From an optimization exercise on the open Yosys and OpenROAD flow, aimed at small area; shortcuts taken in it are not production practice. Function was checked by simulation only, so behaviour that the tests miss may differ from the original. Power figures rest on the tool's default switching activity, not on a simulated workload.

$ cat flow/design.v
module goertzel
#(
	parameter [31:0] bin_coeff = 32'd16413441
)
(
    input clk,
    input reset,
    input advance_in,
    input logic signed [23:0] input_sig,
    output logic signed [63:0] power,
    output logic advance
);
localparam int K  = 6;                        
localparam int VW = 51;                       
localparam int PW = 43;                       
localparam int NS = (VW + K - 1) / K;         
function automatic int nbits(input logic [31:0] v);
    nbits = 0;
    for (int i = 0; i < 32; i++) if (v[i]) nbits = i + 1;
endfunction
localparam int CW = nbits(bin_coeff);         
localparam int CS = (CW + K - 1) / K;         
localparam logic [K*CS-1:0] CX = bin_coeff[K*CS-1:0];
localparam int S_UPD  = CS + 1;               
localparam int S_SQ0  = CS + 2;               
localparam int S_SQ1  = S_SQ0 + NS;           
localparam int S_Q    = S_SQ1 + NS;           
localparam int S_QC0  = S_Q + 1;              
localparam int S_QC1  = S_QC0 + CS - 1;       
localparam int S_FIN  = S_QC1 + 1;            
logic signed [VW-1:0] v1, v2;
logic [63:0]          H;                      
logic signed [PW-1:0] R;                      
logic signed [PW-1:0] pw;
logic                 p;
logic [9:0]           n;
logic [4:0]           st;
logic [1:0]           mode;                   
assign power = {{(64-PW){pw[PW-1]}}, pw};
logic          mac_first, mac_corr;
logic [K-1:0]  b;
logic [63:0]   A, acc_in, H_next;
logic [NS*K-1:0] v1u, v2u;
assign A   = {{(64-VW){v1[VW-1]}}, v1};
assign v1u = {{(NS*K-VW){1'b0}}, v1};
assign v2u = {{(NS*K-VW){1'b0}}, v2};
always_comb begin
    mac_first = 1'b0; mac_corr = 1'b0; b = '0;
    if (st >= 1 && st <= CS) begin
        mac_first = (st == 1);
        b = CX[K*(CS-st) +: K];
    end else if (mode != 0 && st >= S_SQ0 && st < S_SQ1) begin
        mac_first = (st == S_SQ0);
        mac_corr = mac_first & v1[VW-1];
        b = v1u[K*(S_SQ1-1-st) +: K];
    end else if (mode == 2 && st >= S_SQ1 && st < S_Q) begin
        mac_first = (st == S_SQ1);
        mac_corr = mac_first & v2[VW-1];
        b = v2u[K*(S_Q-1-st) +: K];
    end else if (mode == 2 && st >= S_QC0 && st <= S_QC1) begin
        mac_first = (st == S_QC0);
        b = CX[K*(S_QC1-st) +: K];
    end
end
assign acc_in = mac_first ? (mac_corr ? ~(A << 3) : 64'd0) : (H << K);
logic [63:0] cs_s [0:K];
logic [63:0] cs_c [0:K];
assign cs_s[0] = acc_in;
assign cs_c[0] = {63'd0, mac_corr};
genvar gt, gc;
generate
    for (gt = 0; gt < K; gt++) begin : g_row
        logic [63:0] row;
        assign row = (A << gt) & {64{b[gt]}};
        for (gc = 0; gc < 64; gc++) begin : g_col
            logic a0, a1, a2;
            assign a0 = cs_s[gt][gc];
            assign a1 = cs_c[gt][gc];
            assign a2 = row[gc];
            assign cs_s[gt+1][gc] = a0 ^ a1 ^ a2;
            if (gc < 63) assign cs_c[gt+1][gc+1] = (a0 & a1) | (a2 & (a0 ^ a1));
        end
        assign cs_c[gt+1][0] = 1'b0;
    end
endgenerate
logic [64:0] rc;
assign rc[0] = 1'b0;
generate
    for (gc = 0; gc < 64; gc++) begin : g_cpa
        logic a0, a1;
        assign a0 = cs_s[K][gc];
        assign a1 = cs_c[K][gc];
        assign H_next[gc] = a0 ^ a1 ^ rc[gc];
        assign rc[gc+1] = (a0 & a1) | (rc[gc] & (a0 ^ a1));
    end
endgenerate
logic [VW-1:0] h, ap, aq, sum;
logic          r, acin;
logic          pulse, end_blk, upd_pulse;
assign h = {{(VW-41){H[63]}}, H[63:23]};
assign r = H[63] & (|H[22:0]);
assign pulse     = advance_in;
assign end_blk   = pulse & p & (n == 10'd1023);
assign upd_pulse = pulse & ~(p & (n == 10'd1022));
always_comb begin
    ap = '0; aq = h; acin = r;
    if (upd_pulse) begin
        ap = {{(VW-24){input_sig[23]}}, input_sig}; aq = ~v2; acin = 1'b1;
    end else if (st == S_UPD) begin
        ap = v2;
    end else if (st == S_SQ1 && mode == 2) begin
        ap = VW'(R);
    end else if (st == S_FIN) begin
        ap = VW'(R); aq = ~h; acin = ~r;
    end
end
logic [VW:0] ac;
assign ac[0] = acin;
generate
    for (gc = 0; gc < VW; gc++) begin : g_add
        assign sum[gc] = ap[gc] ^ aq[gc] ^ ac[gc];
        assign ac[gc+1] = (ap[gc] & aq[gc]) | (ac[gc] & (ap[gc] ^ aq[gc]));
    end
endgenerate
always_ff @(posedge clk) begin
    H <= H_next;
    if (st == S_SQ1 && mode != 0) R <= sum[PW-1:0];
    if (st == S_FIN && mode == 2) R <= sum[PW-1:0];
    if (reset) begin
        v1 <= '0; v2 <= '0; pw <= '0;
        p <= 1'b0; n <= '0; st <= '0; mode <= '0; advance <= 1'b0;
    end else begin
        if (st != 0) st <= st + 5'd1;
        if (st == S_UPD) begin
            v1 <= sum;
            v2 <= v1;
        end
        if (st == S_Q && mode == 2) begin
            v1 <= sum;
            v2 <= '0;
        end
        if (pulse) begin
            p <= 1'b1;
            if (p) begin
                n <= n + 10'd1;
                advance <= (n == 10'd1023);
            end
            if (upd_pulse) begin
                v2 <= sum;
                st <= 5'd1;
                mode <= (p && n == 10'd1020) ? 2'd1 : (p && n == 10'd1021) ? 2'd2 : 2'd0;
            end
            if (end_blk) begin
                pw <= R;
                v1 <= '0;
            end
        end
    end
end
endmodule
$ cat flow/run.sh
#!/bin/bash
# synth_recipe.tcl (not shown) runs the flow's synth.tcl, then flattens the netlist and writes it again
# the make line also repeats each setting of config.mk as NAME=value (left out here)
make -C /OpenROAD-flow-scripts/flow DESIGN_CONFIG=/design/flow/config.mk WORK_HOME=/design/flow/orfs CLKGATE_MAP_FILE= SYNTH_SCRIPT=/design/flow/synth_recipe.tcl finish
$ cat flow/config.mk
export PLATFORM = sky130hd
export DESIGN_NAME = goertzel
export DESIGN_NICKNAME = goertzel
export VERILOG_FILES = /design/flow/design.v
export SDC_FILE = /design/flow/constraint.sdc
export NUM_CORES = 4
export LEC_CHECK = 0
export CAP_MARGIN = 20
export CORE_MARGIN = 2
export CORE_UTILIZATION = 35
export SLEW_MARGIN = 20
$ cat flow/constraint.sdc
create_clock -name core_clock -period 40.0 [get_ports {clk}]
set_input_delay 8.0000 -clock core_clock [delete_from_list [all_inputs] [get_ports {clk}]]
set_output_delay 8.0000 -clock core_clock [all_outputs]
set_load 0.01 [all_outputs]
==> impl_metrics.csv <==
group,metric,value,unit
floorplanning,die_w,288,um
power,total_power,0.857,mW
floorplanning,die-area,82900,um^2
outcome,status,"no timing/DRC/antenna violations",
clocking,clockBufferDepth,3,
yosys,ys.warnings.count,3,
global_routing,grt_antenna_before_repair,0,
final_layout,final_common_cell,"fa_1",
yosys,async_flop_share,0,%
power,p_int,0.568,mW
yosys,ys_ff_latch,271,
critical_path,critPathMaxStageDelay,0.83,ns
placed_design,post_dp_cell_area,29900,um^2
run,cap_viol_max_count,0,
route,avgViaCountPerCell,5.38,
floorplanning,pin_count,92,
worst_hold_path,hold_start,"pw[38]$_SDFFE_PP0P_",
floorplanning,start_util,35.2,%
critical_path,slowest_stage,"dfxtp_1",
yosys,synth_cells,2998,
critical_path,rrSetupSlack,8.82,ns
yosys,yosysSeqAreaShare,20.8,%
global_routing,grt_pass1_vias,21900,
timing,max_slew_margin,26.9,%
power,p_clk_share,38.1,%
timing,drv_slew,0,
critical_path,worstPathRequired,40.42,ns
worst_hold_path,hold_depth,2,
floorplanning,die-height,288,um
placed_design,placement.io_buffers,91,
final_layout,final_area,31100,um^2
critical_path,critPathBufInv,7,
clocking,htree_levels,2,
timing,tightest_slew,1.10,ns
final_layout,fin_cells,4017,
power,seqPwrFrac,36.0,%
yosys,ys_types,89,
floorplanning,core,80200,um^2
yosys,synthFlopType,"dfxtp_1",
power,ir_drop,0.0243,mV
route,ant_nets,0,
placed_design,gp_congestion,0.945,
yosys,postSynthAreaPerCell,9.41,um^2
timing,rsz0062_at_grt,"no",
power,p_switching,0.289,mW
critical_path,startpoint_type,"register",
clocking,cts_resized,0,
clocking,numCtsBuffers,35,
timing,period_share,77.9,%
route,drc,0,
final_layout,multiInputGateArea,20300,um^2
global_routing,overflow,0,
clocking,hold_buffers,0,
yosys,syn_nets,3526,
power,power_switching_share,33.8,%
route,dr.pass1.iters,5,
critical_path,cp_top_family,"adder cells",
final_layout,area_delta_synth_final,10.2,%
critical_path,crit_path_start,"st[2]$_SDFF_PP0_",
final_layout,num-fill-cells,8057,
global_routing,grt_usage,20.7,%
placed_design,hpwl,62000,um
route,drtIter0Drc,1814,
clocking,cts.sinks,271,
critical_path,crit_type,"reg -> reg",
timing,holdWs,0.452,ns
yosys,synth_area,28200,um^2
global_routing,grt_max_degree,115,
clocking,post-cts-setup-buffers,0,
worst_hold_path,hold_path_class,"reg -> reg",
timing,fmax,32.1,MHz
placed_design,place_inst,3953,
route,routed_wl,84300,um
route,wl_per_cell,21.0,um
timing,setup-tns-final,0,ns
critical_path,path_max_fanout,52,
clocking,cts.reportedPaths.clkPinSlew,0.06,ns
final_layout,nets,3458,
critical_path,cp-end-kind,"register",
final_layout,ff_latch_area,5860,um^2
critical_path,crit_arrival,31.59,ns
clocking,cts_tree,"yes",
worst_hold_path,hold_path_end,"pw[38]$_SDFFE_PP0P_",
power,p_leak,13.6,nW
timing,hold_viol_final,0,
yosys,synth_edf_count,43,
critical_path,reg2regPathDepth,87,
final_layout,layout_common_cells,"407 x fa_1, 386 x nand2_1, 277 x inv_1",
critical_path,crit_top_cell,"fa_1",
timing,finalCriticalPeriod,31.18,ns
floorplanning,std_cell_rows,104,
power,power_frac_comb,25.9,%
global_routing,grt_pass1_wl,133000,um
critical_path,r2r_start,"st[2]$_SDFF_PP0_",
timing,skew,0.0269,ns
final_layout,layout-drive-gt1-share,7.71,%
timing,setup_viol,0,
critical_path,rr_endpoint,"H[63]$_DFF_P_",
clocking,clock-root-buffer,"clkbuf_16",
route,via_count,21600,
power,powerDensity,27.6,nW/um^2
clocking,clk_latency,0.57,ns
-- power by group through the flow --
stage	Sequential, mW	Combinational [mW]	Clock [mW]
after floorplan	0.304	0.156	0
after global placement	0.313	0.218	0
after detailed placement	0.313	0.217	0
after CTS	0.308	0.219	0.333
after global routing	0.309	0.242	0.343
final	0.308	0.222	0.327
-- sequential cells by signal (all words and copies together) (netlist names) --
register	flops
R	43
p	1
st	5
pw	43
v2	51
v1	51
mode	2
H	64
advance	1
n	10
-- tightest hold or removal path, cell delays in order, from the launching register on --
cell and delay, ns:
dfxtp_1 0.31, nand2_1 0.05, a21oi_1 0.05
-- final cells by class --
class                      instances  share of cell area (%)
antenna                            1                 0.00806
clock buffer                      49                    3.22
clock inverter                    14                   0.532
inverter                         279                    3.37
multi-input combinational       2199                    65.5
sequential                       271                    18.9
tap                             1060                    4.27
timing repair buffer             144                    4.25
-- layer usage --
layer / global-route usage [%] / vias up / wire length, um
met5: 0 / - / 0
met4: 6.72 / 0 / 2860
met3: 3.38 / 135 / 5360
met2: 32.8 / 734 / 38600
met1: 28.8 / 11000 / 37500
li1: - / 9717 / -
-- worst max-delay path by stage --
stage	endpoint	slack, ns	cells after the start
floorplan	v1[50]$_SDFF_PP0_	9.50	64
global placement	v1[50]$_SDFF_PP0_	8.26	61
CTS	v1[50]$_SDFF_PP0_	8.72	61
finish	H[63]$_DFF_P_	8.82	87
detailed placement	v1[50]$_SDFF_PP0_	8.28	61
global route	H[63]$_DFF_P_	7.57	87
-- synth_stat cells (4+ instances only) --
master	number	area [um^2]
clkbuf_1	187	702
fa_1	407	8150
o31ai_1	4	30.0
nand2b_1	8	50.1
a31o_2	5	43.8
nor2_1	170	638
a221oi_1	45	394
or2_2	10	62.6
mux4_2	65	1460
or3_1	11	68.8
inv_1	277	1040
a31oi_1	14	87.6
o22ai_1	14	87.6
buf_1	10	37.5
nand4_1	12	75.1
ha_1	94	1180
mux2_2	8	90.1
buf_2	17	85.1
xor2_1	59	517
nor3_1	58	290
dfxtp_1	228	4560
edfxtp_1	43	1290
buf_4	29	218
a21oi_1	168	841
nor4_1	10	62.6
o21ai_0	121	606
nor2b_1	9	56.3
a21o_1	21	158
and2_1	255	1600
nand3_1	17	85.1
and3_1	12	75.1
nand2_1	386	1450
buf_6	6	67.6
mux2i_1	68	681
a22oi_1	4	30.0
xnor2_1	36	315
a211oi_1	14	105
-- cell families after synthesis --
kind of cell | synth area share (%)
AOI/OAI and AO/OA | 10.8
adders and majority gates | 33.1
and+or+nand+nor | 16.4
muxes | 8.02
xor gates and xnor gates | 3.21
other | 0.0133
DFF | 20.8
buffers and inverters | 7.65
-- stage by stage --
stage	util, %	setup WS (ns)
after floorplan	-	9.50
after global placement	37.3	8.26
after detailed placement	37.3	8.28
after CTS	38.8	8.72
after global routing	38.8	7.57
final	38.8	8.82

## port drivers added, routing unchanged
How much do the figures lean on ideal ports? The routed layout below was timed once more, with nothing changed but the port constraints.
Step 1 assumes that a clkbuf_16 drives the clock port and a buf_2 every other input.
Step 2 adds t to the input delays and takes it off the output delays; t is the mean of the earliest and latest rising clock arrival at the registers after step 1. Input paths then give back, and output paths get back, about the clock's delay inside the block.
Slacks: no drivers / after step 1 / after step 2; pairs: no drivers / after step 1.
t, ns: 0.617
setup WS [ns]: 8.825 / 8.825 / 8.242
latest minus earliest clock arrival (ns): 0.027 / 0.027
worst register clock-pin slew, ns: 0.06 / 0.06
pins driven straight from the clock port: 1
After both steps setup and hold are still met in this run. The setup slack of this run moves by 0.000 ns with the drivers and by -0.583 ns with both steps.
